From an optimization exercise on the open Yosys and OpenROAD flow, aimed at small area and a short achievable clock period; shortcuts taken in it are not production practice. No functional check of the RTL was part of any run shown here.

===== flow/config.mk =====
export PLATFORM = sky130hd
export DESIGN_NAME = tmr_lif_neuron
export DESIGN_NICKNAME = tmr_lif_neuron
export VERILOG_FILES = /design/flow/design.v
export SDC_FILE = /design/flow/constraint.sdc
export NUM_CORES = 4
export LEC_CHECK = 0
export ABC_AREA = 0
export CAP_MARGIN = 20
export CORE_MARGIN = 2
export CORE_UTILIZATION = 50
export SETUP_SLACK_MARGIN = 5.0
export SLEW_MARGIN = 20
export SYNTH_HIERARCHICAL = 1

===== flow/constraint.sdc =====
create_clock -name core_clock -period 13.0 [get_ports {clk}]
set_input_delay 2.6000 -clock core_clock [delete_from_list [all_inputs] [get_ports {clk}]]
set_output_delay 2.6000 -clock core_clock [all_outputs]
set_load 0.01 [all_outputs]

===== flow/design.v =====
`timescale 1ns / 1ps
module fa (input wire a, b, c, output wire s, co);
    assign s = a ^ b ^ c;
    assign co = (a & b) | (a & c) | (b & c);
endmodule
module ha (input wire a, b, output wire s, co);
    assign s = a ^ b;
    assign co = a & b;
endmodule
module mj (input wire a, b, c, output wire y);
    assign y = (a & b) | (a & c) | (b & c);
endmodule
module bsel (input wire one, two, neg, a, b, output wire y);
    assign y = ((one & a) | (two & b)) ^ neg;
endmodule
module c8net (
    input wire [7:0] g,
    input wire [7:0] p,
    output wire [7:0] c
);
    wire g_1 = g[1] | (p[1] & g[0]);
    wire p_1 = p[1] & p[0];
    wire g_2 = g[3] | (p[3] & g[2]);
    wire p_2 = p[3] & p[2];
    wire g_3 = g[5] | (p[5] & g[4]);
    wire p_3 = p[5] & p[4];
    wire g_4 = g[7] | (p[7] & g[6]);
    wire p_4 = p[7] & p[6];
    wire g_5 = g_2 | (p_2 & g_1);
    wire p_5 = p_2 & p_1;
    wire g_6 = g_4 | (p_4 & g_3);
    wire p_6 = p_4 & p_3;
    wire g_7 = g_6 | (p_6 & g_5);
    wire p_7 = p_6 & p_5;
    wire g_8 = g_3 | (p_3 & g_5);
    wire p_8 = p_3 & p_5;
    wire g_9 = g[2] | (p[2] & g_1);
    wire p_9 = p[2] & p_1;
    wire g_10 = g[4] | (p[4] & g_5);
    wire p_10 = p[4] & p_5;
    wire g_11 = g[6] | (p[6] & g_8);
    wire p_11 = p[6] & p_8;
    assign c = {g_7, g_11, g_8, g_10, g_5, g_9, g_1, g[0]};
endmodule
module add_s (
    input wire [15:0] a,
    input wire [15:0] b,
    output wire [15:0] s
);
    wire [16:0] c;
    assign c[0] = 1'b0;
    ha h0 (.a(a[0]), .b(b[0]), .s(s[0]), .co(c[1]));
    fa f1 (.a(a[1]), .b(b[1]), .c(c[1]), .s(s[1]), .co(c[2]));
    fa f2 (.a(a[2]), .b(b[2]), .c(c[2]), .s(s[2]), .co(c[3]));
    fa f3 (.a(a[3]), .b(b[3]), .c(c[3]), .s(s[3]), .co(c[4]));
    wire [4:0] z4, o4;
    wire [3:0] sz4, so4;
    assign z4[0] = 1'b0;
    assign o4[0] = 1'b1;
    ha hz4 (.a(a[4]), .b(b[4]), .s(sz4[0]), .co(z4[1]));
    assign so4[0] = ~(a[4] ^ b[4]);
    assign o4[1] = a[4] | b[4];
    fa fz5 (.a(a[5]), .b(b[5]), .c(z4[1]), .s(sz4[1]), .co(z4[2]));
    fa fo5 (.a(a[5]), .b(b[5]), .c(o4[1]), .s(so4[1]), .co(o4[2]));
    fa fz6 (.a(a[6]), .b(b[6]), .c(z4[2]), .s(sz4[2]), .co(z4[3]));
    fa fo6 (.a(a[6]), .b(b[6]), .c(o4[2]), .s(so4[2]), .co(o4[3]));
    fa fz7 (.a(a[7]), .b(b[7]), .c(z4[3]), .s(sz4[3]), .co(z4[4]));
    fa fo7 (.a(a[7]), .b(b[7]), .c(o4[3]), .s(so4[3]), .co(o4[4]));
    assign s[7:4] = c[4] ? so4 : sz4;
    assign c[8] = c[4] ? o4[4] : z4[4];
    wire [4:0] z8, o8;
    wire [3:0] sz8, so8;
    assign z8[0] = 1'b0;
    assign o8[0] = 1'b1;
    ha hz8 (.a(a[8]), .b(b[8]), .s(sz8[0]), .co(z8[1]));
    assign so8[0] = ~(a[8] ^ b[8]);
    assign o8[1] = a[8] | b[8];
    fa fz9 (.a(a[9]), .b(b[9]), .c(z8[1]), .s(sz8[1]), .co(z8[2]));
    fa fo9 (.a(a[9]), .b(b[9]), .c(o8[1]), .s(so8[1]), .co(o8[2]));
    fa fz10 (.a(a[10]), .b(b[10]), .c(z8[2]), .s(sz8[2]), .co(z8[3]));
    fa fo10 (.a(a[10]), .b(b[10]), .c(o8[2]), .s(so8[2]), .co(o8[3]));
    fa fz11 (.a(a[11]), .b(b[11]), .c(z8[3]), .s(sz8[3]), .co(z8[4]));
    fa fo11 (.a(a[11]), .b(b[11]), .c(o8[3]), .s(so8[3]), .co(o8[4]));
    assign s[11:8] = c[8] ? so8 : sz8;
    assign c[12] = c[8] ? o8[4] : z8[4];
    wire [4:0] z12, o12;
    wire [3:0] sz12, so12;
    assign z12[0] = 1'b0;
    assign o12[0] = 1'b1;
    ha hz12 (.a(a[12]), .b(b[12]), .s(sz12[0]), .co(z12[1]));
    assign so12[0] = ~(a[12] ^ b[12]);
    assign o12[1] = a[12] | b[12];
    fa fz13 (.a(a[13]), .b(b[13]), .c(z12[1]), .s(sz12[1]), .co(z12[2]));
    fa fo13 (.a(a[13]), .b(b[13]), .c(o12[1]), .s(so12[1]), .co(o12[2]));
    fa fz14 (.a(a[14]), .b(b[14]), .c(z12[2]), .s(sz12[2]), .co(z12[3]));
    fa fo14 (.a(a[14]), .b(b[14]), .c(o12[2]), .s(so12[2]), .co(o12[3]));
    fa fz15 (.a(a[15]), .b(b[15]), .c(z12[3]), .s(sz12[3]), .co(z12[4]));
    fa fo15 (.a(a[15]), .b(b[15]), .c(o12[3]), .s(so12[3]), .co(o12[4]));
    assign s[15:12] = c[12] ? so12 : sz12;
    assign c[16] = c[12] ? o12[4] : z12[4];
endmodule
module add_p_c (
    input wire [7:0] g,
    input wire [7:0] p,
    output wire [7:0] c
);
    wire g_1 = g[1] | (p[1] & g[0]);
    wire p_1 = p[1] & p[0];
    wire g_2 = g[3] | (p[3] & g[2]);
    wire p_2 = p[3] & p[2];
    wire g_3 = g[5] | (p[5] & g[4]);
    wire p_3 = p[5] & p[4];
    wire g_4 = g[7] | (p[7] & g[6]);
    wire p_4 = p[7] & p[6];
    wire g_5 = g_2 | (p_2 & g_1);
    wire p_5 = p_2 & p_1;
    wire g_6 = g_4 | (p_4 & g_3);
    wire p_6 = p_4 & p_3;
    wire g_7 = g_6 | (p_6 & g_5);
    wire p_7 = p_6 & p_5;
    wire g_8 = g_3 | (p_3 & g_5);
    wire p_8 = p_3 & p_5;
    wire g_9 = g[2] | (p[2] & g_1);
    wire p_9 = p[2] & p_1;
    wire g_10 = g[4] | (p[4] & g_5);
    wire p_10 = p[4] & p_5;
    wire g_11 = g[6] | (p[6] & g_8);
    wire p_11 = p[6] & p_8;
    assign c = {g_7, g_11, g_8, g_10, g_5, g_9, g_1, g[0]};
endmodule
module add_p (
    input wire [7:0] a,
    input wire [7:0] b,
    output wire [7:0] s
);
    wire [7:0] p0 = a ^ b;
    wire [7:0] g0 = a & b;
    wire [7:0] cc;
    add_p_c cn (.g(g0), .p(p0), .c(cc));
    assign s = p0 ^ {cc[6:0], 1'b0};
endmodule
module add_u_c (
    input wire [15:0] g,
    input wire [15:0] p,
    output wire [15:0] c
);
    wire g_1 = g[1] | (p[1] & g[0]);
    wire p_1 = p[1] & p[0];
    wire g_2 = g[3] | (p[3] & g[2]);
    wire p_2 = p[3] & p[2];
    wire g_3 = g[5] | (p[5] & g[4]);
    wire p_3 = p[5] & p[4];
    wire g_4 = g[7] | (p[7] & g[6]);
    wire p_4 = p[7] & p[6];
    wire g_5 = g[9] | (p[9] & g[8]);
    wire p_5 = p[9] & p[8];
    wire g_6 = g[11] | (p[11] & g[10]);
    wire p_6 = p[11] & p[10];
    wire g_7 = g[13] | (p[13] & g[12]);
    wire p_7 = p[13] & p[12];
    wire g_8 = g[15] | (p[15] & g[14]);
    wire p_8 = p[15] & p[14];
    wire g_9 = g_2 | (p_2 & g_1);
    wire p_9 = p_2 & p_1;
    wire g_10 = g_4 | (p_4 & g_3);
    wire p_10 = p_4 & p_3;
    wire g_11 = g_6 | (p_6 & g_5);
    wire p_11 = p_6 & p_5;
    wire g_12 = g_8 | (p_8 & g_7);
    wire p_12 = p_8 & p_7;
    wire g_13 = g_10 | (p_10 & g_9);
    wire p_13 = p_10 & p_9;
    wire g_14 = g_12 | (p_12 & g_11);
    wire p_14 = p_12 & p_11;
    wire g_15 = g_14 | (p_14 & g_13);
    wire p_15 = p_14 & p_13;
    wire g_16 = g_11 | (p_11 & g_13);
    wire p_16 = p_11 & p_13;
    wire g_17 = g_3 | (p_3 & g_9);
    wire p_17 = p_3 & p_9;
    wire g_18 = g_5 | (p_5 & g_13);
    wire p_18 = p_5 & p_13;
    wire g_19 = g_7 | (p_7 & g_16);
    wire p_19 = p_7 & p_16;
    wire g_20 = g[2] | (p[2] & g_1);
    wire p_20 = p[2] & p_1;
    wire g_21 = g[4] | (p[4] & g_9);
    wire p_21 = p[4] & p_9;
    wire g_22 = g[6] | (p[6] & g_17);
    wire p_22 = p[6] & p_17;
    wire g_23 = g[8] | (p[8] & g_13);
    wire p_23 = p[8] & p_13;
    wire g_24 = g[10] | (p[10] & g_18);
    wire p_24 = p[10] & p_18;
    wire g_25 = g[12] | (p[12] & g_16);
    wire p_25 = p[12] & p_16;
    wire g_26 = g[14] | (p[14] & g_19);
    wire p_26 = p[14] & p_19;
    assign c = {g_15, g_26, g_19, g_25, g_16, g_24, g_18, g_23, g_13, g_22, g_17, g_21, g_9, g_20, g_1, g[0]};
endmodule
module add_u (
    input wire [15:0] a,
    input wire [15:0] b,
    output wire [15:0] s
);
    wire [15:0] p0 = a ^ b;
    wire [15:0] g0 = a & b;
    wire [15:0] cc;
    add_u_c cn (.g(g0), .p(p0), .c(cc));
    assign s = p0 ^ {cc[14:0], 1'b0};
endmodule
`timescale 1ns / 1ps
module lt16 (input wire [15:0] a, input wire [15:0] b, output wire y);
    wire [15:0] ua = {~a[15], a[14:0]}, ub = {~b[15], b[14:0]};
    wire [15:0] l [0:4];
    wire [15:0] e [0:4];
    assign l[0] = ~ua & ub;
    assign e[0] = ~(ua ^ ub);
    genvar k, i;
    generate for (k = 0; k < 4; k = k + 1) begin : lv
        for (i = 0; i < 16; i = i + 1) begin : bt
            if (i >= (1 << k)) begin : m
                assign l[k+1][i] = l[k][i] | (e[k][i] & l[k][i-(1<<k)]);
                assign e[k+1][i] = e[k][i] & e[k][i-(1<<k)];
            end else begin : p
                assign l[k+1][i] = l[k][i];
                assign e[k+1][i] = e[k][i];
            end
        end
    end endgenerate
    assign y = l[4][15];
endmodule
module lif_neuron_q8_8 (
    input  wire [15:0] a, b, c,
    input  wire ca, cb, cc,
    output wire [15:0] m
);
    wire [15:0] ra = ca ? 16'h0000 : a;
    wire [15:0] rb = cb ? 16'h0000 : b;
    wire [15:0] rc = cc ? 16'h0000 : c;
    wire uab, ubc, uac;
    lt16 c0 (.a(a), .b(b), .y(uab));
    lt16 c1 (.a(b), .b(c), .y(ubc));
    lt16 c2 (.a(a), .b(c), .y(uac));
    wire pa = ~a[15] & (|a), pb = ~b[15] & (|b), pc = ~c[15] & (|c);
    wire ab = (ca & cb) ? 1'b0 : ca ? pb : cb ? a[15] : uab;
    wire bc = (cb & cc) ? 1'b0 : cb ? pc : cc ? b[15] : ubc;
    wire ac = (ca & cc) ? 1'b0 : ca ? pc : cc ? a[15] : uac;
    wire sa = ab ^ ac;
    wire sb = ~sa & ~(ab ^ bc);
    wire sc = ~sa & (ab ^ bc);
    assign m = ({16{sa}} & ra) | ({16{sb}} & rb) | ({16{sc}} & rc);
endmodule
`timescale 1ns / 1ps
module fixed_point_q8_8 (
    input wire [15:0] V_in,
    input wire [15:0] I_in,
    input wire [7:0] one,
    input wire [7:0] two,
    input wire [7:0] neg,
    output wire [7:0] X
);
    wire [15:0] s;
    add_s as (.a(I_in), .b(V_in), .s(s));
    wire pp1 = (one[0] & s[0]) ^ neg[0];
    wire pp2 = ((one[0] & s[1]) | (two[0] & s[0])) ^ neg[0];
    wire pp3 = ((one[0] & s[2]) | (two[0] & s[1])) ^ neg[0];
    wire pp4 = ((one[0] & s[3]) | (two[0] & s[2])) ^ neg[0];
    wire pp5 = ((one[0] & s[4]) | (two[0] & s[3])) ^ neg[0];
    wire pp6 = ((one[0] & s[5]) | (two[0] & s[4])) ^ neg[0];
    wire pp7 = ((one[0] & s[6]) | (two[0] & s[5])) ^ neg[0];
    wire pp8 = ((one[0] & s[7]) | (two[0] & s[6])) ^ neg[0];
    wire pp9 = ((one[0] & s[8]) | (two[0] & s[7])) ^ neg[0];
    wire pp10 = ((one[0] & s[9]) | (two[0] & s[8])) ^ neg[0];
    wire pp11 = ((one[0] & s[10]) | (two[0] & s[9])) ^ neg[0];
    wire pp12 = ((one[0] & s[11]) | (two[0] & s[10])) ^ neg[0];
    wire pp13 = ((one[0] & s[12]) | (two[0] & s[11])) ^ neg[0];
    wire pp14 = ((one[0] & s[13]) | (two[0] & s[12])) ^ neg[0];
    wire pp15 = ((one[0] & s[14]) | (two[0] & s[13])) ^ neg[0];
    wire pp16 = ((one[0] & s[15]) | (two[0] & s[14])) ^ neg[0];
    wire pp17 = (one[1] & s[0]) ^ neg[1];
    wire pp18 = ((one[1] & s[1]) | (two[1] & s[0])) ^ neg[1];
    wire pp19 = ((one[1] & s[2]) | (two[1] & s[1])) ^ neg[1];
    wire pp20 = ((one[1] & s[3]) | (two[1] & s[2])) ^ neg[1];
    wire pp21 = ((one[1] & s[4]) | (two[1] & s[3])) ^ neg[1];
    wire pp22 = ((one[1] & s[5]) | (two[1] & s[4])) ^ neg[1];
    wire pp23 = ((one[1] & s[6]) | (two[1] & s[5])) ^ neg[1];
    wire pp24 = ((one[1] & s[7]) | (two[1] & s[6])) ^ neg[1];
    wire pp25 = ((one[1] & s[8]) | (two[1] & s[7])) ^ neg[1];
    wire pp26 = ((one[1] & s[9]) | (two[1] & s[8])) ^ neg[1];
    wire pp27 = ((one[1] & s[10]) | (two[1] & s[9])) ^ neg[1];
    wire pp28 = ((one[1] & s[11]) | (two[1] & s[10])) ^ neg[1];
    wire pp29 = ((one[1] & s[12]) | (two[1] & s[11])) ^ neg[1];
    wire pp30 = ((one[1] & s[13]) | (two[1] & s[12])) ^ neg[1];
    wire pp31 = (one[2] & s[0]) ^ neg[2];
    wire pp32 = ((one[2] & s[1]) | (two[2] & s[0])) ^ neg[2];
    wire pp33 = ((one[2] & s[2]) | (two[2] & s[1])) ^ neg[2];
    wire pp34 = ((one[2] & s[3]) | (two[2] & s[2])) ^ neg[2];
    wire pp35 = ((one[2] & s[4]) | (two[2] & s[3])) ^ neg[2];
    wire pp36 = ((one[2] & s[5]) | (two[2] & s[4])) ^ neg[2];
    wire pp37 = ((one[2] & s[6]) | (two[2] & s[5])) ^ neg[2];
    wire pp38 = ((one[2] & s[7]) | (two[2] & s[6])) ^ neg[2];
    wire pp39 = ((one[2] & s[8]) | (two[2] & s[7])) ^ neg[2];
    wire pp40 = ((one[2] & s[9]) | (two[2] & s[8])) ^ neg[2];
    wire pp41 = ((one[2] & s[10]) | (two[2] & s[9])) ^ neg[2];
    wire pp42 = ((one[2] & s[11]) | (two[2] & s[10])) ^ neg[2];
    wire pp43 = (one[3] & s[0]) ^ neg[3];
    wire pp44 = ((one[3] & s[1]) | (two[3] & s[0])) ^ neg[3];
    wire pp45 = ((one[3] & s[2]) | (two[3] & s[1])) ^ neg[3];
    wire pp46 = ((one[3] & s[3]) | (two[3] & s[2])) ^ neg[3];
    wire pp47 = ((one[3] & s[4]) | (two[3] & s[3])) ^ neg[3];
    wire pp48 = ((one[3] & s[5]) | (two[3] & s[4])) ^ neg[3];
    wire pp49 = ((one[3] & s[6]) | (two[3] & s[5])) ^ neg[3];
    wire pp50 = ((one[3] & s[7]) | (two[3] & s[6])) ^ neg[3];
    wire pp51 = ((one[3] & s[8]) | (two[3] & s[7])) ^ neg[3];
    wire pp52 = ((one[3] & s[9]) | (two[3] & s[8])) ^ neg[3];
    wire pp53 = (one[4] & s[0]) ^ neg[4];
    wire pp54 = ((one[4] & s[1]) | (two[4] & s[0])) ^ neg[4];
    wire pp55 = ((one[4] & s[2]) | (two[4] & s[1])) ^ neg[4];
    wire pp56 = ((one[4] & s[3]) | (two[4] & s[2])) ^ neg[4];
    wire pp57 = ((one[4] & s[4]) | (two[4] & s[3])) ^ neg[4];
    wire pp58 = ((one[4] & s[5]) | (two[4] & s[4])) ^ neg[4];
    wire pp59 = ((one[4] & s[6]) | (two[4] & s[5])) ^ neg[4];
    wire pp60 = ((one[4] & s[7]) | (two[4] & s[6])) ^ neg[4];
    wire pp61 = (one[5] & s[0]) ^ neg[5];
    wire pp62 = ((one[5] & s[1]) | (two[5] & s[0])) ^ neg[5];
    wire pp63 = ((one[5] & s[2]) | (two[5] & s[1])) ^ neg[5];
    wire pp64 = ((one[5] & s[3]) | (two[5] & s[2])) ^ neg[5];
    wire pp65 = ((one[5] & s[4]) | (two[5] & s[3])) ^ neg[5];
    wire pp66 = ((one[5] & s[5]) | (two[5] & s[4])) ^ neg[5];
    wire pp67 = (one[6] & s[0]) ^ neg[6];
    wire pp68 = ((one[6] & s[1]) | (two[6] & s[0])) ^ neg[6];
    wire pp69 = ((one[6] & s[2]) | (two[6] & s[1])) ^ neg[6];
    wire pp70 = ((one[6] & s[3]) | (two[6] & s[2])) ^ neg[6];
    wire pp71 = (one[7] & s[0]) ^ neg[7];
    wire pp72 = ((one[7] & s[1]) | (two[7] & s[0])) ^ neg[7];
    wire [7:0] la = {hc90, fs87, hc80, fs77, hc74, pp3, pp2, neg[0]};
    wire [7:0] lb = {hs95, hs89, hs83, hs79, hs75, hs73, 1'b0, pp1};
    wire [7:0] lc;
    wire c8 = lc[7];
    c8net cn8 (.g(la & lb), .p(la ^ lb), .c(lc));
    wire hs73, hc74;
    ha uhs73 (.a(neg[1]), .b(pp17), .s(hs73), .co(hc74));
    wire hs75, hc76;
    ha uhs75 (.a(pp18), .b(pp4), .s(hs75), .co(hc76));
    wire fs77, fc78;
    fa ufs77 (.a(neg[2]), .b(pp19), .c(pp31), .s(fs77), .co(fc78));
    wire hs79, hc80;
    ha uhs79 (.a(pp5), .b(hc76), .s(hs79), .co(hc80));
    wire fs81, fc82;
    fa ufs81 (.a(pp20), .b(pp32), .c(pp6), .s(fs81), .co(fc82));
    wire hs83, hc84;
    ha uhs83 (.a(fc78), .b(fs81), .s(hs83), .co(hc84));
    wire fs85, fc86;
    fa ufs85 (.a(neg[3]), .b(pp21), .c(pp33), .s(fs85), .co(fc86));
    wire fs87, fc88;
    fa ufs87 (.a(pp43), .b(pp7), .c(fc82), .s(fs87), .co(fc88));
    wire hs89, hc90;
    ha uhs89 (.a(fs85), .b(hc84), .s(hs89), .co(hc90));
    wire fs91, fc92;
    fa ufs91 (.a(pp22), .b(pp34), .c(pp44), .s(fs91), .co(fc92));
    wire fs93, fc94;
    fa ufs93 (.a(pp8), .b(fc86), .c(fs91), .s(fs93), .co(fc94));
    wire hs95, hc96;
    ha uhs95 (.a(fc88), .b(fs93), .s(hs95), .co(hc96));
    wire fs97, fc98;
    fa ufs97 (.a(neg[4]), .b(pp23), .c(pp35), .s(fs97), .co(fc98));
    wire fs99, fc100;
    fa ufs99 (.a(pp45), .b(pp53), .c(pp9), .s(fs99), .co(fc100));
    wire fs101, fc102;
    fa ufs101 (.a(fc92), .b(fs97), .c(fs99), .s(fs101), .co(fc102));
    wire fs103, fc104;
    fa ufs103 (.a(fc94), .b(fs101), .c(hc96), .s(fs103), .co(fc104));
    wire fs105, fc106;
    fa ufs105 (.a(pp10), .b(pp24), .c(pp36), .s(fs105), .co(fc106));
    wire fs107, fc108;
    fa ufs107 (.a(pp46), .b(pp54), .c(fc100), .s(fs107), .co(fc108));
    wire fs109, fc110;
    fa ufs109 (.a(fc98), .b(fs105), .c(fc102), .s(fs109), .co(fc110));
    wire hs111, hc112;
    ha uhs111 (.a(fs107), .b(fs109), .s(hs111), .co(hc112));
    wire fs113, fc114;
    fa ufs113 (.a(neg[5]), .b(pp11), .c(pp25), .s(fs113), .co(fc114));
    wire fs115, fc116;
    fa ufs115 (.a(pp37), .b(pp47), .c(pp55), .s(fs115), .co(fc116));
    wire fs117, fc118;
    fa ufs117 (.a(pp61), .b(fc106), .c(fs113), .s(fs117), .co(fc118));
    wire fs119, fc120;
    fa ufs119 (.a(fs115), .b(fc108), .c(fs117), .s(fs119), .co(fc120));
    wire hs121, hc122;
    ha uhs121 (.a(fc110), .b(fs119), .s(hs121), .co(hc122));
    wire fs123, fc124;
    fa ufs123 (.a(pp12), .b(pp26), .c(pp38), .s(fs123), .co(fc124));
    wire fs125, fc126;
    fa ufs125 (.a(pp48), .b(pp56), .c(pp62), .s(fs125), .co(fc126));
    wire fs127, fc128;
    fa ufs127 (.a(fc114), .b(fc116), .c(fs123), .s(fs127), .co(fc128));
    wire fs129, fc130;
    fa ufs129 (.a(fs125), .b(fc118), .c(fs127), .s(fs129), .co(fc130));
    wire hs131, hc132;
    ha uhs131 (.a(fc120), .b(fs129), .s(hs131), .co(hc132));
    wire fs133, fc134;
    fa ufs133 (.a(neg[6]), .b(pp13), .c(pp27), .s(fs133), .co(fc134));
    wire fs135, fc136;
    fa ufs135 (.a(pp39), .b(pp49), .c(pp57), .s(fs135), .co(fc136));
    wire fs137, fc138;
    fa ufs137 (.a(pp63), .b(pp67), .c(fc124), .s(fs137), .co(fc138));
    wire fs139, fc140;
    fa ufs139 (.a(fc126), .b(fs133), .c(fs135), .s(fs139), .co(fc140));
    wire fs141, fc142;
    fa ufs141 (.a(fc128), .b(fs137), .c(fs139), .s(fs141), .co(fc142));
    wire hs143, hc144;
    ha uhs143 (.a(fc130), .b(fs141), .s(hs143), .co(hc144));
    wire fs145, fc146;
    fa ufs145 (.a(pp14), .b(pp28), .c(pp40), .s(fs145), .co(fc146));
    wire fs147, fc148;
    fa ufs147 (.a(pp50), .b(pp58), .c(pp64), .s(fs147), .co(fc148));
    wire fs149, fc150;
    fa ufs149 (.a(pp68), .b(fc134), .c(fc136), .s(fs149), .co(fc150));
    wire fs151, fc152;
    fa ufs151 (.a(fs145), .b(fs147), .c(fc138), .s(fs151), .co(fc152));
    wire fs153, fc154;
    fa ufs153 (.a(fc140), .b(fs149), .c(fs151), .s(fs153), .co(fc154));
    wire hs155, hc156;
    ha uhs155 (.a(fc142), .b(hc144), .s(hs155), .co(hc156));
    wire fs157, fc158;
    fa ufs157 (.a(neg[7]), .b(pp15), .c(pp29), .s(fs157), .co(fc158));
    wire fs159, fc160;
    fa ufs159 (.a(pp41), .b(pp51), .c(pp59), .s(fs159), .co(fc160));
    wire fs161, fc162;
    fa ufs161 (.a(pp65), .b(pp69), .c(pp71), .s(fs161), .co(fc162));
    wire fs163, fc164;
    fa ufs163 (.a(fc146), .b(fc148), .c(fs157), .s(fs163), .co(fc164));
    wire fs165, fc166;
    fa ufs165 (.a(fs159), .b(fs161), .c(fc150), .s(fs165), .co(fc166));
    wire fs167, fc168;
    fa ufs167 (.a(fs163), .b(fc152), .c(fs165), .s(fs167), .co(fc168));
    wire hs169, hc170;
    ha uhs169 (.a(fc154), .b(fs167), .s(hs169), .co(hc170));
    wire fs171;
    fa ufs171 (.a(pp16), .b(pp30), .c(pp42), .s(fs171), .co());
    wire fs173;
    fa ufs173 (.a(pp52), .b(pp60), .c(pp66), .s(fs173), .co());
    wire fs175;
    fa ufs175 (.a(pp70), .b(pp72), .c(fc158), .s(fs175), .co());
    wire fs177;
    fa ufs177 (.a(fc160), .b(fc162), .c(fs171), .s(fs177), .co());
    wire fs179;
    fa ufs179 (.a(fs173), .b(fc164), .c(fs175), .s(fs179), .co());
    wire fs181;
    fa ufs181 (.a(fs177), .b(fc166), .c(fs179), .s(fs181), .co());
    wire hs183 = fc168 ^ fs181;
    wire [7:0] ra = {hc170, hc156, fs153, hc132, hc122, hc112, fc104, fs103};
    wire [7:0] rb = {hs183, hs169, hs155, hs143, hs131, hs121, hs111, c8};
    wire [7:0] x;
    add_p ap (.a(ra), .b(rb), .s(x));
    assign X = x;
endmodule
module tmr_lif_neuron (
    input signed [15:0] V_in1, V_in2, V_in3,
    input signed [15:0] I_in1, I_in2, I_in3,
    input signed [15:0] dt_tau,
    input wire clk, rst,
    output wire signed [15:0] V_out,
    output wire spike
);
    wire [16:0] dx = {dt_tau, 1'b0};
    wire [7:0] one, two, neg;
    genvar g;
    generate for (g = 0; g < 8; g = g + 1) begin : enc
        assign one[g] = dx[2*g+1] ^ dx[2*g];
        assign two[g] = (dx[2*g+2] & ~dx[2*g+1] & ~dx[2*g]) | (~dx[2*g+2] & dx[2*g+1] & dx[2*g]);
        assign neg[g] = dx[2*g+2];
    end endgenerate
    reg [2:0] c;
    reg [7:0] x1;
    wire [7:0] x1_d;
    reg [15:0] v1;
    fixed_point_q8_8 l1 (.V_in(V_in1), .I_in(I_in1), .one(one), .two(two), .neg(neg), .X(x1_d));
    wire [15:0] u1;
    add_u au1 (.a(v1), .b({{8{x1[7]}}, x1}), .s(u1));
    wire signed [15:0] r1 = c[0] ? 16'h0000 : u1;
    reg [7:0] x2;
    wire [7:0] x2_d;
    reg [15:0] v2;
    fixed_point_q8_8 l2 (.V_in(V_in2), .I_in(I_in2), .one(one), .two(two), .neg(neg), .X(x2_d));
    wire [15:0] u2;
    add_u au2 (.a(v2), .b({{8{x2[7]}}, x2}), .s(u2));
    wire signed [15:0] r2 = c[1] ? 16'h0000 : u2;
    reg [7:0] x3;
    wire [7:0] x3_d;
    reg [15:0] v3;
    fixed_point_q8_8 l3 (.V_in(V_in3), .I_in(I_in3), .one(one), .two(two), .neg(neg), .X(x3_d));
    wire [15:0] u3;
    add_u au3 (.a(v3), .b({{8{x3[7]}}, x3}), .s(u3));
    wire signed [15:0] r3 = c[2] ? 16'h0000 : u3;
    lif_neuron_q8_8 vote (.a(u1), .b(u2), .c(u3), .ca(c[0]), .cb(c[1]), .cc(c[2]), .m(V_out));
    reg rs;
    assign spike = ~rs & ((c[0] & c[1]) | (c[1] & c[2]) | (c[0] & c[2]));
    always @(posedge clk or posedge rst) begin
        if (rst) begin
            c <= 3'b111;
            rs <= 1'b1;
        end else begin
            c <= {r3 >= 16'sh3200, r2 >= 16'sh3200, r1 >= 16'sh3200};
            rs <= 1'b0;
        end
    end
    always @(posedge clk) begin
        x1 <= x1_d;
        v1 <= V_in1;
        x2 <= x2_d;
        v2 <= V_in2;
        x3 <= x3_d;
        v3 <= V_in3;
    end
endmodule

===== flow/flow/run.sh =====
#!/bin/bash
set -euo pipefail
bash standard.sh "BUFFER_PORTS_ARGS=-buffer_cell sky130_fd_sc_hd__buf_1" finish > make_finish.log 2>&1

===== flow/standard.sh =====
#!/bin/bash
# synth_recipe.tcl (not shown) runs the flow's synth.tcl, then flattens the netlist and writes it again
# the make line also repeats each setting of config.mk as NAME=value (left out here)
make -C /OpenROAD-flow-scripts/flow DESIGN_CONFIG=/design/flow/config.mk WORK_HOME=/design/flow/orfs CLKGATE_MAP_FILE= SYNTH_SCRIPT=/design/flow/synth_recipe.tcl "${@:-finish}"

==> metrics.md, run 1 <==
| Metric | Value |
|---|---|
| Status | no timing/DRC/antenna violations |
| Final setup violation count | 0 |
| CP max stage delay | around 0.56 ns |
| Layout overhead on the synthesized area | 6.68% |
| Cells after Synth | 1,614 |
| Total of warnings raised by yosys | 8 |
| # fillers | 2,974 |
| Ports | 131 |
| Avg Inst Size Synth | just over 10 µm² |
| Critical Path AT | 8.09 ns |
| Die X-Extent | between 150 and 200 µm |
| Syn nets | 2,115 |
| WL/cell | 20.9 µm |
| CTS Root Cell | clkbuf_16 |
| Die height | approximately 190 µm |
| Fin cells | 2,085 |
| Vias in the first global route | 12.2k |
| Cells after DPL | 2,041 |
| Startpoint Class | input pin |
| RePlAce Congestion | 0.912 |
| Crit-path cells | buf_1, ha_1, fa_2, fa_2, fa_2, mux2i_4, mux2i_4, mux2i_4, a22oi_2, xnor2_2, fa_2, fa_1, fa_1, ha_2, ha_4, and3_1, a22oi_2, o21ai_2, xor2_1 |
| Critical Path RT | 13.22 ns |
| Total GRT Usage | between 20 and 30% |
| Worst-margin pin slew | 1.06 ns |
| CP Class | in2reg |
| Worst skew pair latency | 0.34 ns |
| Number of buffers created by CTS | 9 |
| Die area | 34,400 µm² |
| Storage cell area | 1550 µm² |
| Initial antenna violation count | 1 |
| Post-DP HPWL | ~33,000 µm |
| Clk sink count | 76 |
| CP max stage cell | fa_2 |
| # Max-Cap Violations | 0 |
| Relative slew slack | between 20% and 30% |
| Fmax achieved | 127 MHz |
| Starting Density | between 50% and 60% |
| H-tree level count | 3 |
| Final Slew Violations | 0 |
| Final Hold Viols | 0 |
| Clock Tree Buf Depth | 2 |
| Mapped Area | 16,500 µm² |
| Fin crit share | 60.6% |
| Avg Vias per Cell | 5.77 |
| Worst hold path class | reg2reg |
| Post-DRT Antenna Nets | 0 |
| Vias | 12.0k |
| Reg clk slew, reported paths | 0.06 ns |
| Most Frequent Cell on Critical Path | fa_2 |
| Post-route DRC | 0 |
| Final min period | 7.87 ns |
| Gr ovfl total | 0 |
| Nets | 2,137 |
| Area of the multi-input gates | 13,900 µm² |
| RSZ-0062 raised after global routing | true |
| DRT iter0 DRCs | 798 |
| Cell Rows | 66 |
| Setup TNS | 0 ns |
| CP max FO | 5 |
| Final wirelength | 43,600 µm |
| Port Buffers | 130 |
| TritonRoute pass-1 iters | 5 |
| CTS tree | yes |
| First-pass GRT wire length | 67,900 µm |
| CP Capture Type | register |
| Layout cells sized above 1 | 15.9% |
| Largest net degree at the start of global routing | 53 |
| Core box area | 32,500 µm² |
| Clk_skew | 0.00745 ns |
| Cts hold-fix bufs | 0 |
path summary, 6_finish.rpt:
| path | startpoint | end | slack, ns | depth (start not counted) |
|---|---|---|---|---|
| hold / removal | c[0]$_DFF_PP1_ | c[0]$_DFF_PP1_ | 0.76 | 1 |
| setup reg to reg | v3[3]$_DFF_P_ | c[2]$_DFF_PP1_ | 9.87 | 9 |
| setup / recovery | V_in3[0] | x3[7]$_DFF_P_ | 5.13 | 19 |
| max in group asynchronous | rst | c[1]$_DFF_PP1_ | 10.68 | 2 |
| hold reg to reg | c[0]$_DFF_PP1_ | c[0]$_DFF_PP1_ | 0.76 | 1 |
| min in group asynchronous | rst | c[0]$_DFF_PP1_ | 2.30 | 2 |
layout by cell type, fill, tap and decap left out, types with 9 or more instances in the layout:
| master | count |
|---|---|
| a211oi_1 | 10 |
| a21o_1 | 54 |
| a21oi_1 | 25 |
| a221o_1 | 13 |
| a22oi_1 | 151 |
| a22oi_2 | 51 |
| and2_1 | 19 |
| and3_1 | 15 |
| buf_1 | 123 |
| buf_4 | 49 |
| clkbuf_16 | 9 |
| dfxtp_1 | 70 |
| fa_1 | 164 |
| fa_2 | 28 |
| ha_1 | 178 |
| ha_4 | 14 |
| inv_1 | 90 |
| mux2_2 | 15 |
| mux2_4 | 12 |
| mux2i_4 | 9 |
| nand2_1 | 49 |
| nand2b_1 | 13 |
| nand3_1 | 10 |
| nand3b_1 | 10 |
| nor2_1 | 24 |
| nor4_1 | 13 |
| o21ai_0 | 19 |
| xnor2_1 | 210 |
| xor2_1 | 65 |
| xor2_2 | 9 |
what timing repair did:
item	4_1_cts	5_1_grt
endpoints found under the setup margin	24	25
pin swaps	1	22
gates resized for setup	8	46
gates cloned	0	0
setup buffers	3	23
hold endpoints to repair	0	0
metal layers:
layer | vias up | track usage [%] | part of all wire (%)
met5 | - | 0 | 0
met2 | 403 | 43.4 | 49
li1 | 5602 | - | -
met3 | 54 | 2.66 | 5.7
met4 | 0 | 6.52 | 1.9
met1 | 5965 | 35.2 | 44
state kept, by name (all words and copies together), names as in the netlist:
name	cells
c	3
rs	1
v1	16
v2	16
v3	16
x1	8
x2	8
x3	8
through the flow:
step / hold slack [ns] / util (%) / setup WS (ns) / area (µm²)
2_1_floorplan: 0.566 / - / 5.00 / 16700
3_3_place_gp: 0.736 / 51.4 / 4.60 / 16700
3_5_place_dp: 0.731 / 51.4 / 4.51 / 16700
4_1_cts: 0.739 / 52.7 / 5.00 / 17200
5_1_grt: 0.777 / 54.0 / 4.94 / 17600
6_report: 0.759 / 54.1 / 5.13 / 17600
worst max-delay path, delay by kind of cell:
family / cells / cell delay (ns)
fa+ha+maj: 9 / 3.35
simple gates: 1 / 0.18
xor+xnor: 2 / 0.32
compound gates: 3 / 0.48
mux: 3 / 1.07
buf+inv: 1 / 0.09
final cells by class:
type,instances,area share (%)
multi-input combinational,1277,78.9
sequential,76,8.81
timing repair buffer,182,5.21
tap,442,3.14
inverter,90,1.92
clock buffer,9,1.28
clock inverter,7,0.697
antenna,2,0.0285
==> run 2: changes to the inputs <==
--- a/flow/design.v
+++ b/flow/design.v
@@ -43,4 +43,75 @@
     assign c = {g_7, g_11, g_8, g_10, g_5, g_9, g_1, g[0]};
 endmodule
+module add_s_c (
+    input wire [15:0] g,
+    input wire [15:0] p,
+    output wire [15:0] c
+);
+    wire g_1 = g[1] | (p[1] & g[0]);
+    wire p_1 = p[1] & p[0];
+    wire g_2 = g[3] | (p[3] & g[2]);
+    wire p_2 = p[3] & p[2];
+    wire g_3 = g[5] | (p[5] & g[4]);
+    wire p_3 = p[5] & p[4];
+    wire g_4 = g[7] | (p[7] & g[6]);
+    wire p_4 = p[7] & p[6];
+    wire g_5 = g[9] | (p[9] & g[8]);
+    wire p_5 = p[9] & p[8];
+    wire g_6 = g[11] | (p[11] & g[10]);
+    wire p_6 = p[11] & p[10];
+    wire g_7 = g[13] | (p[13] & g[12]);
+    wire p_7 = p[13] & p[12];
+    wire g_8 = g[15] | (p[15] & g[14]);
+    wire p_8 = p[15] & p[14];
+    wire g_9 = g[2] | (p[2] & g_1);
+    wire p_9 = p[2] & p_1;
+    wire g_10 = g_2 | (p_2 & g_1);
+    wire p_10 = p_2 & p_1;
+    wire g_11 = g[6] | (p[6] & g_3);
+    wire p_11 = p[6] & p_3;
+    wire g_12 = g_4 | (p_4 & g_3);
+    wire p_12 = p_4 & p_3;
+    wire g_13 = g[10] | (p[10] & g_5);
+    wire p_13 = p[10] & p_5;
+    wire g_14 = g_6 | (p_6 & g_5);
+    wire p_14 = p_6 & p_5;
+    wire g_15 = g[14] | (p[14] & g_7);
+    wire p_15 = p[14] & p_7;
+    wire g_16 = g_8 | (p_8 & g_7);
+    wire p_16 = p_8 & p_7;
+    wire g_17 = g[4] | (p[4] & g_10);
+    wire p_17 = p[4] & p_10;
+    wire g_18 = g_3 | (p_3 & g_10);
+    wire p_18 = p_3 & p_10;
+    wire g_19 = g_11 | (p_11 & g_10);
+    wire p_19 = p_11 & p_10;
+    wire g_20 = g_12 | (p_12 & g_10);
+    wire p_20 = p_12 & p_10;
+    wire g_21 = g[12] | (p[12] & g_14);
+    wire p_21 = p[12] & p_14;
+    wire g_22 = g_7 | (p_7 & g_14);
+    wire p_22 = p_7 & p_14;
+    wire g_23 = g_15 | (p_15 & g_14);
+    wire p_23 = p_15 & p_14;
+    wire g_24 = g_16 | (p_16 & g_14);
+    wire p_24 = p_16 & p_14;
+    wire g_25 = g[8] | (p[8] & g_20);
+    wire p_25 = p[8] & p_20;
+    wire g_26 = g_5 | (p_5 & g_20);
+    wire p_26 = p_5 & p_20;
+    wire g_27 = g_13 | (p_13 & g_20);
+    wire p_27 = p_13 & p_20;
+    wire g_28 = g_14 | (p_14 & g_20);
+    wire p_28 = p_14 & p_20;
+    wire g_29 = g_21 | (p_21 & g_20);
+    wire p_29 = p_21 & p_20;
+    wire g_30 = g_22 | (p_22 & g_20);
+    wire p_30 = p_22 & p_20;
+    wire g_31 = g_23 | (p_23 & g_20);
+    wire p_31 = p_23 & p_20;
+    wire g_32 = g_24 | (p_24 & g_20);
+    wire p_32 = p_24 & p_20;
+    assign c = {g_32, g_31, g_30, g_29, g_28, g_27, g_26, g_25, g_20, g_19, g_18, g_17, g_10, g_9, g_1, g[0]};
+endmodule
 module add_s (
     input wire [15:0] a,
@@ -48,55 +119,9 @@
     output wire [15:0] s
 );
-    wire [16:0] c;
-    assign c[0] = 1'b0;
-    ha h0 (.a(a[0]), .b(b[0]), .s(s[0]), .co(c[1]));
-    fa f1 (.a(a[1]), .b(b[1]), .c(c[1]), .s(s[1]), .co(c[2]));
-    fa f2 (.a(a[2]), .b(b[2]), .c(c[2]), .s(s[2]), .co(c[3]));
-    fa f3 (.a(a[3]), .b(b[3]), .c(c[3]), .s(s[3]), .co(c[4]));
-    wire [4:0] z4, o4;
-    wire [3:0] sz4, so4;
-    assign z4[0] = 1'b0;
-    assign o4[0] = 1'b1;
-    ha hz4 (.a(a[4]), .b(b[4]), .s(sz4[0]), .co(z4[1]));
-    assign so4[0] = ~(a[4] ^ b[4]);
-    assign o4[1] = a[4] | b[4];
-    fa fz5 (.a(a[5]), .b(b[5]), .c(z4[1]), .s(sz4[1]), .co(z4[2]));
-    fa fo5 (.a(a[5]), .b(b[5]), .c(o4[1]), .s(so4[1]), .co(o4[2]));
-    fa fz6 (.a(a[6]), .b(b[6]), .c(z4[2]), .s(sz4[2]), .co(z4[3]));
-    fa fo6 (.a(a[6]), .b(b[6]), .c(o4[2]), .s(so4[2]), .co(o4[3]));
-    fa fz7 (.a(a[7]), .b(b[7]), .c(z4[3]), .s(sz4[3]), .co(z4[4]));
-    fa fo7 (.a(a[7]), .b(b[7]), .c(o4[3]), .s(so4[3]), .co(o4[4]));
-    assign s[7:4] = c[4] ? so4 : sz4;
-    assign c[8] = c[4] ? o4[4] : z4[4];
-    wire [4:0] z8, o8;
-    wire [3:0] sz8, so8;
-    assign z8[0] = 1'b0;
-    assign o8[0] = 1'b1;
-    ha hz8 (.a(a[8]), .b(b[8]), .s(sz8[0]), .co(z8[1]));
-    assign so8[0] = ~(a[8] ^ b[8]);
-    assign o8[1] = a[8] | b[8];
-    fa fz9 (.a(a[9]), .b(b[9]), .c(z8[1]), .s(sz8[1]), .co(z8[2]));
-    fa fo9 (.a(a[9]), .b(b[9]), .c(o8[1]), .s(so8[1]), .co(o8[2]));
-    fa fz10 (.a(a[10]), .b(b[10]), .c(z8[2]), .s(sz8[2]), .co(z8[3]));
-    fa fo10 (.a(a[10]), .b(b[10]), .c(o8[2]), .s(so8[2]), .co(o8[3]));
-    fa fz11 (.a(a[11]), .b(b[11]), .c(z8[3]), .s(sz8[3]), .co(z8[4]));
-    fa fo11 (.a(a[11]), .b(b[11]), .c(o8[3]), .s(so8[3]), .co(o8[4]));
-    assign s[11:8] = c[8] ? so8 : sz8;
-    assign c[12] = c[8] ? o8[4] : z8[4];
-    wire [4:0] z12, o12;
-    wire [3:0] sz12, so12;
-    assign z12[0] = 1'b0;
-    assign o12[0] = 1'b1;
-    ha hz12 (.a(a[12]), .b(b[12]), .s(sz12[0]), .co(z12[1]));
-    assign so12[0] = ~(a[12] ^ b[12]);
-    assign o12[1] = a[12] | b[12];
-    fa fz13 (.a(a[13]), .b(b[13]), .c(z12[1]), .s(sz12[1]), .co(z12[2]));
-    fa fo13 (.a(a[13]), .b(b[13]), .c(o12[1]), .s(so12[1]), .co(o12[2]));
-    fa fz14 (.a(a[14]), .b(b[14]), .c(z12[2]), .s(sz12[2]), .co(z12[3]));
-    fa fo14 (.a(a[14]), .b(b[14]), .c(o12[2]), .s(so12[2]), .co(o12[3]));
-    fa fz15 (.a(a[15]), .b(b[15]), .c(z12[3]), .s(sz12[3]), .co(z12[4]));
-    fa fo15 (.a(a[15]), .b(b[15]), .c(o12[3]), .s(so12[3]), .co(o12[4]));
-    assign s[15:12] = c[12] ? so12 : sz12;
-    assign c[16] = c[12] ? o12[4] : z12[4];
+    wire [15:0] p0 = a ^ b;
+    wire [15:0] g0 = a & b;
+    wire [15:0] cc;
+    add_s_c cn (.g(g0), .p(p0), .c(cc));
+    assign s = p0 ^ {cc[14:0], 1'b0};
 endmodule
 module add_p_c (
@@ -140,63 +165,4 @@
     assign s = p0 ^ {cc[6:0], 1'b0};
 endmodule
-module add_u_c (
-    input wire [15:0] g,
-    input wire [15:0] p,
-    output wire [15:0] c
-);
-    wire g_1 = g[1] | (p[1] & g[0]);
-    wire p_1 = p[1] & p[0];
-    wire g_2 = g[3] | (p[3] & g[2]);
-    wire p_2 = p[3] & p[2];
-    wire g_3 = g[5] | (p[5] & g[4]);
-    wire p_3 = p[5] & p[4];
-    wire g_4 = g[7] | (p[7] & g[6]);
-    wire p_4 = p[7] & p[6];
-    wire g_5 = g[9] | (p[9] & g[8]);
-    wire p_5 = p[9] & p[8];
-    wire g_6 = g[11] | (p[11] & g[10]);
-    wire p_6 = p[11] & p[10];
-    wire g_7 = g[13] | (p[13] & g[12]);
-    wire p_7 = p[13] & p[12];
-    wire g_8 = g[15] | (p[15] & g[14]);
-    wire p_8 = p[15] & p[14];
-    wire g_9 = g_2 | (p_2 & g_1);
-    wire p_9 = p_2 & p_1;
-    wire g_10 = g_4 | (p_4 & g_3);
-    wire p_10 = p_4 & p_3;
-    wire g_11 = g_6 | (p_6 & g_5);
-    wire p_11 = p_6 & p_5;
-    wire g_12 = g_8 | (p_8 & g_7);
-    wire p_12 = p_8 & p_7;
-    wire g_13 = g_10 | (p_10 & g_9);
-    wire p_13 = p_10 & p_9;
-    wire g_14 = g_12 | (p_12 & g_11);
-    wire p_14 = p_12 & p_11;
-    wire g_15 = g_14 | (p_14 & g_13);
-    wire p_15 = p_14 & p_13;
-    wire g_16 = g_11 | (p_11 & g_13);
-    wire p_16 = p_11 & p_13;
-    wire g_17 = g_3 | (p_3 & g_9);
-    wire p_17 = p_3 & p_9;
-    wire g_18 = g_5 | (p_5 & g_13);
-    wire p_18 = p_5 & p_13;
-    wire g_19 = g_7 | (p_7 & g_16);
-    wire p_19 = p_7 & p_16;
-    wire g_20 = g[2] | (p[2] & g_1);
-    wire p_20 = p[2] & p_1;
-    wire g_21 = g[4] | (p[4] & g_9);
-    wire p_21 = p[4] & p_9;
-    wire g_22 = g[6] | (p[6] & g_17);
-    wire p_22 = p[6] & p_17;
-    wire g_23 = g[8] | (p[8] & g_13);
-    wire p_23 = p[8] & p_13;
-    wire g_24 = g[10] | (p[10] & g_18);
-    wire p_24 = p[10] & p_18;
-    wire g_25 = g[12] | (p[12] & g_16);
-    wire p_25 = p[12] & p_16;
-    wire g_26 = g[14] | (p[14] & g_19);
-    wire p_26 = p[14] & p_19;
-    assign c = {g_15, g_26, g_19, g_25, g_16, g_24, g_18, g_23, g_13, g_22, g_17, g_21, g_9, g_20, g_1, g[0]};
-endmodule
 module add_u (
     input wire [15:0] a,
@@ -204,9 +170,37 @@
     output wire [15:0] s
 );
-    wire [15:0] p0 = a ^ b;
-    wire [15:0] g0 = a & b;
-    wire [15:0] cc;
-    add_u_c cn (.g(g0), .p(p0), .c(cc));
-    assign s = p0 ^ {cc[14:0], 1'b0};
+    wire [16:0] c;
+    assign c[0] = 1'b0;
+    ha h0 (.a(a[0]), .b(b[0]), .s(s[0]), .co(c[1]));
+    fa f1 (.a(a[1]), .b(b[1]), .c(c[1]), .s(s[1]), .co(c[2]));
+    fa f2 (.a(a[2]), .b(b[2]), .c(c[2]), .s(s[2]), .co(c[3]));
+    fa f3 (.a(a[3]), .b(b[3]), .c(c[3]), .s(s[3]), .co(c[4]));
+    fa f4 (.a(a[4]), .b(b[4]), .c(c[4]), .s(s[4]), .co(c[5]));
+    fa f5 (.a(a[5]), .b(b[5]), .c(c[5]), .s(s[5]), .co(c[6]));
+    fa f6 (.a(a[6]), .b(b[6]), .c(c[6]), .s(s[6]), .co(c[7]));
+    fa f7 (.a(a[7]), .b(b[7]), .c(c[7]), .s(s[7]), .co(c[8]));
+    wire [8:0] z8, o8;
+    wire [7:0] sz8, so8;
+    assign z8[0] = 1'b0;
+    assign o8[0] = 1'b1;
+    ha hz8 (.a(a[8]), .b(b[8]), .s(sz8[0]), .co(z8[1]));
+    assign so8[0] = ~(a[8] ^ b[8]);
+    assign o8[1] = a[8] | b[8];
+    fa fz9 (.a(a[9]), .b(b[9]), .c(z8[1]), .s(sz8[1]), .co(z8[2]));
+    fa fo9 (.a(a[9]), .b(b[9]), .c(o8[1]), .s(so8[1]), .co(o8[2]));
+    fa fz10 (.a(a[10]), .b(b[10]), .c(z8[2]), .s(sz8[2]), .co(z8[3]));
+    fa fo10 (.a(a[10]), .b(b[10]), .c(o8[2]), .s(so8[2]), .co(o8[3]));
+    fa fz11 (.a(a[11]), .b(b[11]), .c(z8[3]), .s(sz8[3]), .co(z8[4]));
+    fa fo11 (.a(a[11]), .b(b[11]), .c(o8[3]), .s(so8[3]), .co(o8[4]));
+    fa fz12 (.a(a[12]), .b(b[12]), .c(z8[4]), .s(sz8[4]), .co(z8[5]));
+    fa fo12 (.a(a[12]), .b(b[12]), .c(o8[4]), .s(so8[4]), .co(o8[5]));
+    fa fz13 (.a(a[13]), .b(b[13]), .c(z8[5]), .s(sz8[5]), .co(z8[6]));
+    fa fo13 (.a(a[13]), .b(b[13]), .c(o8[5]), .s(so8[5]), .co(o8[6]));
+    fa fz14 (.a(a[14]), .b(b[14]), .c(z8[6]), .s(sz8[6]), .co(z8[7]));
+    fa fo14 (.a(a[14]), .b(b[14]), .c(o8[6]), .s(so8[6]), .co(o8[7]));
+    fa fz15 (.a(a[15]), .b(b[15]), .c(z8[7]), .s(sz8[7]), .co(z8[8]));
+    fa fo15 (.a(a[15]), .b(b[15]), .c(o8[7]), .s(so8[7]), .co(o8[8]));
+    assign s[15:8] = c[8] ? so8 : sz8;
+    assign c[16] = c[8] ? o8[8] : z8[8];
 endmodule
 `timescale 1ns / 1ps
==> run 2 against run 1 <==
Still clean on timing, DRC and antenna. Via count is 0.21% lower. Critical path depth grew 5. Hold slack better by 0.021 ns. Cell count shrank 2.2%. Register-to-register slack lost 0.90 ns. Die area down 2.4%. Synthesized cell count shrank 2.2%. Setup slack got worse by 0.93 ns. Wire length is 0.86% higher. Sequential share of layout area up 0.11 points. Critical path type is now reg2out. Critical endpoint is now V_out[3]. Largest cell class unchanged.
==> metrics.md, run 2 <==
| Metric | Value |
|---|---|
| Area of the multi-input gates | 13,600 µm² |
| Final Hold Viols | 0 |
| Final min period | 8.80 ns |
| H-tree level count | 3 |
| Post-DRT Antenna Nets | 0 |
| Clock Tree Buf Depth | 2 |
| Avg Vias per Cell | 5.88 |
| Gr ovfl total | 0 |
| Worst-margin pin slew | approximately 1.2 ns |
| Critical Path AT | slightly above 6 ns |
| Worst R2R Setup Slack | 8.97 ns |
| Met1 usage | 35.9% |
| Core box area | 31,600 µm² |
| Buffers plus inverters on the worst setup path | 4 |
| RSZ-0062 raised after global routing | true |
| Storage cell area | 1560 µm² |
| Crit-path cells | ha_4, fa_2, fa_2, fa_2, fa_2, fa_2, fa_2, fa_2, buf_12, mux2_4, ha_4, nand4_1, nor4_4, a31oi_1, o211ai_1, mux2i_1, nor2_1, a31oi_2, a31oi_4, o22ai_4, buf_6, buf_12, a221o_2, buf_6 |
| Status | no timing/DRC/antenna violations |
| CTS tree | yes |
| Cell Rows | 65 |
| Relative slew slack | 22.0% |
| Worst skew pair latency | 0.35 ns |
| Fmax achieved | 114 MHz |
| Most common cell after layout, fill and taps aside | xnor2_1 |
| Vias | roughly 12k |
| CP delay by family, top | adder cells |
| CP max stage delay | 0.38 ns |
| Commonest cells after routing, fill and taps aside | xnor2_1, ha_1, a22oi_1 |
| Reg clk slew, reported paths | 0.06 ns |
| Setup TNS | 0 ns |
| # Max-Cap Violations | 0 |
| Nets | 2,118 |
| Cells after Synth | 1,578 |
| Post-DP HPWL | roughly 32,000 µm |
| Most Used Layer, Global Route | met2 |
| Cts hold-fix bufs | 0 |
| CP Capture Type | output pin |
| Critical Path RT | 10.40 ns |
| Layout overhead on the synthesized area | 8.86% |
| Syn nets | 2,067 |
| Final Slew Violations | 0 |
| Avg Inst Size Synth | slightly above 10 µm² |
| Vias in the first global route | around 12k |
| Clk sink count | 76 |
| Die X-Extent | between 150 and 200 µm |
| Port Buffers | 130 |
| Final setup violation count | 0 |
| CP Class | reg2out |
| Met3 Use GR | 4.07% |
| CP max stage cell | fa_2 |
| Most Frequent Cell on Critical Path | fa_2 |
| WL/cell | 21.5 µm |
| First-pass GRT wire length | 68,100 µm |
| Ports | 131 |
| Final core occ | between 50% and 60% |
| Post-route DRC | 0 |
| CP max FO | 8 |
| Largest net degree at the start of global routing | 51 |
| Final wirelength | 43,900 µm |
| Met2 global-route usage | 43.7% |
| Largest registers | v1 (16), v2 (16), v3 (16) |
| Layout cells sized above 1 | 20.1% |
| Worst hold path class | reg2reg |
| CTS Root Cell | clkbuf_16 |
| Starting Density | 50.8% |
| # fillers | between 2k and 3k |
| TritonRoute pass-1 iters | 5 |
| Total GRT Usage | 26.4% |
| Initial antenna violation count | 2 |
| RePlAce Congestion | 0.904 |
| Die height | approximately 180 µm |
| DRT iter0 DRCs | 780 |
| Number of buffers created by CTS | 9 |
| Fin crit share | 67.7% |
| Die area | 33,600 µm² |
| Startpoint Class | register |
| Mapped Area | about 16,000 µm² |
| Total of warnings raised by yosys | 8 |
| Clk_skew | 0.00553 ns |
run 2: routing by layer:
layer  share of wire [%]  routed length (µm)
met4                 2.0                 869
met5                   0                   0
met1                  44               19400
met3                 6.1                2670
met2                  48               21000
run 2: layout make-up:
cell class | count | area share, %
clock inverters | 5 | 0.472
inverters | 72 | 1.54
diodes | 4 | 0.0572
multi-input cells | 1259 | 77.7
well taps | 402 | 2.87
clock buffers | 11 | 1.44
repair buffers | 211 | 7.02
flip-flops and latches | 76 | 8.92
run 2: metrics by stage:
stage | area [µm²] | hold slack [ns] | setup slack (ns) | instances
after global placement | 16300 | 0.772 | 4.24 | 1971
after global routing | 17500 | 0.806 | 4.02 | 2036
after CTS | 17200 | 0.767 | 4.20 | 2026
after detailed placement | 16300 | 0.759 | 4.14 | 1971
after floorplan | 16300 | 0.566 | 4.84 | 1578
final | 17500 | 0.780 | 4.20 | 2040
run 2: timing repair:
item / CTS / global route
gates cloned: 1 / 0
setup endpoints to repair: 16 / 28
pin swaps: 9 / 9
gates resized for setup: 48 / 41
buffers inserted: 38 / 10
run 2: worst paths after layout:
path / depth (start not counted) / to / from
max: 24 / V_out[3] / x3[0]$_DFF_P_
min in group asynchronous: 2 / rs$_DFF_PP1_ / rst
max reg2reg: 13 / c[1]$_DFF_PP1_ / v2[0]$_DFF_P_
min reg2reg: 1 / c[2]$_DFF_PP1_ / c[2]$_DFF_PP1_
max in group asynchronous: 2 / c[0]$_DFF_PP1_ / rst
min: 1 / c[2]$_DFF_PP1_ / c[2]$_DFF_PP1_
run 2: worst reg2reg max path, cell delays in order (launching register included):
cell and delay, ns:
dfxtp_1 0.30, ha_1 0.20, fa_2 0.35, fa_2 0.35
fa_2 0.35, fa_2 0.35, fa_2 0.35, fa_2 0.35
fa_2 0.34, buf_4 0.18, mux2_4 0.35, buf_4 0.15
nor4_1 0.27, nor4_1 0.08

-- port drivers added, routing unchanged --
The results above use ideal ports. As a check the final layouts listed here were re-extracted and re-timed, cells and wires unchanged. Step 1 (the two cells are an assumption about what drives the block):
set clk [get_ports {clk}]
set_driving_cell -lib_cell sky130_fd_sc_hd__clkbuf_16 $clk
set_driving_cell -lib_cell sky130_fd_sc_hd__buf_2 [delete_from_list [all_inputs] $clk]
Step 2, shift: input delay + t, output delay - t, t = (earliest + latest rising clock arrival at the registers) / 2. This alone moves slack from input paths to output paths. Slacks: no drivers / after step 1 / after step 2; pairs: no drivers / after step 1.
run | shift t [ns] | setup slack, ns | worst setup path at the end
run 1 | 0.384 | 5.128 / 5.129 / 4.758 | input to register
run 2 | 0.390 | 4.202 / 4.158 / 4.547 | register to output
After both steps every run listed still meets setup and hold. For run 1, which loses most, drivers alone change the setup slack by +0.001 ns; drivers and shift together by -0.370 ns.
